Background: an optimization exercise with open tools, aiming at small area. Do not read the settings as production practice. Where RTL was checked, it was by simulation tests only, not by an equivalence proof against the original. No activity file was given, so power comes from the tool's default toggle rates.

## job 5674
## ws_systolic_array
module ws_systolic_array # (
    parameter DATA_WIDTH = 8
)
(
    input                           clk         ,
    input                           rstn        ,
    input                           i_start     ,
    input       [DATA_WIDTH-1 : 0]  i_w_col_1   ,    
    input       [DATA_WIDTH-1 : 0]  i_w_col_2   ,    
    input       [DATA_WIDTH-1 : 0]  i_w_col_3   ,    
    input       [DATA_WIDTH-1 : 0]  i_w_col_4   ,    
    input       [DATA_WIDTH-1 : 0]  i_f_row_1   ,    
    input       [DATA_WIDTH-1 : 0]  i_f_row_2   ,    
    input       [DATA_WIDTH-1 : 0]  i_f_row_3   ,    
    input       [DATA_WIDTH-1 : 0]  i_f_row_4   ,    
    output    [2*DATA_WIDTH-1 : 0]  o_p_col_1   ,    
    output    [2*DATA_WIDTH-1 : 0]  o_p_col_2   ,    
    output    [2*DATA_WIDTH-1 : 0]  o_p_col_3   ,    
    output    [2*DATA_WIDTH-1 : 0]  o_p_col_4        
);
clock: 7.5 ns
lec_check: 0
cap_margin: 20
core_margin: 2
core_utilization: 40
gpl_timing_driven: 0
slew_margin: 20
synth_hierarchical: 1
synth_minimum_keep_size: 0
standard.sh (not shown) runs the stock make flow with config.mk's settings and CLKGATE_MAP_FILE= SYNTH_SCRIPT=/design/flow/synth_recipe.tcl, a recipe that flattens the netlist after the stock synthesis.
==> flow/flow/run.sh <==
#!/bin/bash
# The standard layout (standard.sh, unchanged synthesis), with two changes:
# the port buffers use the smallest buffer cell, and the clock tree is built
# without dummy loads.  make's output goes to standard.log.
set -euo pipefail
cd "$(dirname "$0")/.."
bash standard.sh \
  "BUFFER_PORTS_ARGS=-buffer_cell sky130_fd_sc_hd__buf_1" \
  "CTS_ARGS=-sink_clustering_enable -repair_clock_nets -dont_use_dummy_load -sink_clustering_size 30 -sink_clustering_max_diameter 100" \
  finish > standard.log 2>&1
Relative to job 5674, the following input files were edited for job 4704:
diff --git a/flow/design.v b/flow/design.v
--- a/flow/design.v
+++ b/flow/design.v
@@ -18,30 +18,32 @@
 module xnor_cell (
     input   a,
     input   b,
     output  y
 );
     assign y = ~(a ^ b);
 endmodule
 module processing_element # (
     parameter DATA_WIDTH = 8
 )
 (
-    input       [4*DATA_WIDTH-1 : 0]    i_fmap_n,    
+    input       [4*DATA_WIDTH-1 : 0]    i_fmap  ,    
     input       [4*DATA_WIDTH-1 : 0]    i_weight,    
-    input                   [3 : 0]     i_en_n  ,    
+    input                   [3 : 0]     i_en    ,    
+    input                   [3 : 0]     i_sh    ,    
     input                               i_clr   ,    
     output      [2*DATA_WIDTH-1 : 0]    o_sum
 );
     wire [255:0] pp;
-    wire [31:0]  fg = ~(i_fmap_n | {{8{i_en_n[3]}}, {8{i_en_n[2]}}, {8{i_en_n[1]}}, {8{i_en_n[0]}}});
+    wire [3:0]   en = i_en & i_sh;
+    wire [31:0]  fg = i_fmap & {{8{en[3]}}, {8{en[2]}}, {8{en[1]}}, {8{en[0]}}};
     genvar gr, gi, gj;
     generate for (gr = 0; gr < 4; gr = gr + 1) begin : g_r
         for (gi = 0; gi < 8; gi = gi + 1) begin : g_i
             for (gj = 0; gj < 8; gj = gj + 1) begin : g_j
                 pp_cell u_pp (.a(fg[gr*8 + gi]), .b(i_weight[gr*8 + gj]), .y(pp[gr*64 + gi*8 + gj]));
             end
         end
     end endgenerate
     wire t0;
     wire t1;
     fa_cell u2 (.a(pp[0]), .b(pp[64]), .c(pp[128]), .s(t0), .co(t1));
@@ -904,67 +906,69 @@
                 for (r = 2; r <= 4; r = r + 1)
                     r_w[r][c] <= r_w[r-1][c];
             end
         end
     end
     reg     [DW-1 : 0]  r_f1 [1:6];
     reg     [DW-1 : 0]  r_f2 [1:5];
     reg     [DW-1 : 0]  r_f3 [1:4];
     reg     [DW-1 : 0]  r_f4 [1:3];
     always @ (posedge clk) begin
         if (!r_load) begin
-            r_f1[1] <= ~i_f_row_1;  r_f1[2] <= r_f1[1];  r_f1[3] <= r_f1[2];
-            r_f2[1] <= ~i_f_row_2;  r_f2[2] <= r_f2[1];  r_f2[3] <= r_f2[2];
-            r_f3[1] <= ~i_f_row_3;  r_f3[2] <= r_f3[1];  r_f3[3] <= r_f3[2];
-            r_f4[1] <= ~i_f_row_4;  r_f4[2] <= r_f4[1];  r_f4[3] <= r_f4[2];
+            r_f1[1] <= i_f_row_1;  r_f1[2] <= r_f1[1];  r_f1[3] <= r_f1[2];
+            r_f2[1] <= i_f_row_2;  r_f2[2] <= r_f2[1];  r_f2[3] <= r_f2[2];
+            r_f3[1] <= i_f_row_3;  r_f3[2] <= r_f3[1];  r_f3[3] <= r_f3[2];
+            r_f4[1] <= i_f_row_4;  r_f4[2] <= r_f4[1];  r_f4[3] <= r_f4[2];
         end
         r_f1[4] <= r_f1[3];  r_f1[5] <= r_f1[4];  r_f1[6] <= r_f1[5];
         r_f2[4] <= r_f2[3];  r_f2[5] <= r_f2[4];
         r_f3[4] <= r_f3[3];
     end
     wire    [3 : 0]     live_nx;                 
     assign live_nx[3] = wok_nx;                  
     assign live_nx[2] = wok_nx & clr_nx[0];      
     assign live_nx[1] = wok_nx & clr_nx[1];      
     assign live_nx[0] = wok_nx & clr_nx[2];      
     wire    [DW-1 : 0]  tap [1:4][1:4];          
     wire  [2*DW-1 : 0]  sum [1:4];
-    assign tap[4][1] = ~i_f_row_4;
+    assign tap[4][1] = i_f_row_4;
     assign tap[4][2] = r_f4[1];
     assign tap[4][3] = r_f4[2];
     assign tap[4][4] = r_f4[3];
     assign tap[3][1] = r_f3[1];
     assign tap[3][2] = r_f3[2];
     assign tap[3][3] = r_f3[3];
     assign tap[3][4] = r_f3[4];
     assign tap[2][1] = r_f2[2];
     assign tap[2][2] = r_f2[3];
     assign tap[2][3] = r_f2[4];
     assign tap[2][4] = r_f2[5];
     assign tap[1][1] = r_f1[3];
     assign tap[1][2] = r_f1[4];
     assign tap[1][3] = r_f1[5];
     assign tap[1][4] = r_f1[6];
-    reg     [3 : 0]     r_en_n [1:4];            
-    always @ (posedge clk) begin
-        r_en_n[1] <= ~live_nx;
-        r_en_n[2] <= ~(live_nx & {shf_nx[0], shf_nx[1], shf_nx[2], shf_nx[3]});
-        r_en_n[3] <= ~(live_nx & {shf_nx[1], shf_nx[2], shf_nx[3], shf_nx[4]});
-        r_en_n[4] <= ~(live_nx & {shf_nx[2], shf_nx[3], shf_nx[4], shf_nx[5]});
-    end
+    reg     [3 : 0]     r_live;                  
+    always @ (posedge clk)
+        r_live <= live_nx;
+    wire    [3 : 0]     sh [1:4];                
+    assign sh[1] = 4'b1111;
+    assign sh[2] = {r_shf[0], r_shf[1], r_shf[2], r_shf[3]};
+    assign sh[3] = {r_shf[1], r_shf[2], r_shf[3], r_shf[4]};
+    assign sh[4] = {r_shf[2], r_shf[3], r_shf[4], r_shf[5]};
     genvar gc;
     generate for (gc = 1; gc <= 4; gc = gc + 1) begin : g_col
         processing_element # (.DATA_WIDTH(DW)) u_mac (
-            .i_fmap_n ({tap[4][gc], tap[3][gc], tap[2][gc], tap[1][gc]}),
+            .i_fmap   ({tap[4][gc], tap[3][gc], tap[2][gc], tap[1][gc]}),
             .i_weight ({r_w[4][gc], r_w[3][gc], r_w[2][gc], r_w[1][gc]}),
-            .i_en_n   (r_en_n[gc]),
+            .i_en     (r_live),
+            .i_sh     (sh[gc]),
             .i_clr    (z),
             .o_sum    (sum[gc])
         );
     end endgenerate
     reg   [2*DW-1 : 0]  r_p [1:4];
     always @ (posedge clk) begin
         for (c = 1; c <= 4; c = c + 1)
             r_p[c] <= sum[c];
     end
     assign o_p_col_1 = r_p[1];
     assign o_p_col_2 = r_p[2];
From job 5674 to job 4704 the numbers moved as follows: ratio of cells with drive above 1 in the final layout lost 1.8 points, share of power burned in the clock network picked up an extra 3.2 points, portion of the post-synthesis area used by sequential elements lost 0.54 points, fmax lost 0.36%, worst setup slack lost 0.026 ns.
Number of flip-flops and latches (job 4704 over job 5674): decrease, 3.3%
Job 4704 against job 5674; detailed-route wire length is up by a few percent.
Lower cell area after layout among job 5674 and job 4704: job 4704
Only the layout flow was run in job 5674; the RTL was not checked for function there.

what the ideal ports hide:
In the flow no input, the clock included, has a driving cell. The finished layouts below were timed again as built, in two steps. Step 1, drivers: a clkbuf_16 drives clk and a buf_2 each remaining input, both assumed. Step 2 also shifts input and output timing later by t, the mid clock arrival at the registers, as if the neighbouring blocks saw the same clock. a / b / c = ideal ports / drivers / drivers and shift; a / b = the first two.
| run | t, ns | setup WS [ns] | clock arrival spread, ns | worst data-port slew with drivers (ns) |
|---|---|---|---|---|
| job 5674 | 0.645 | 0.291 / 0.291 / -0.270 | 0.077 / 0.077 | 0.13 |
| job 4704 | 0.653 | 0.265 / 0.265 / -0.274 | 0.103 / 0.103 | 0.17 |
Met with ideal ports but missed after step 2: setup timing in job 5674 and job 4704. The setup slack of job 5674, which loses most, moves by 0.000 ns with the drivers and by -0.561 ns with both steps.
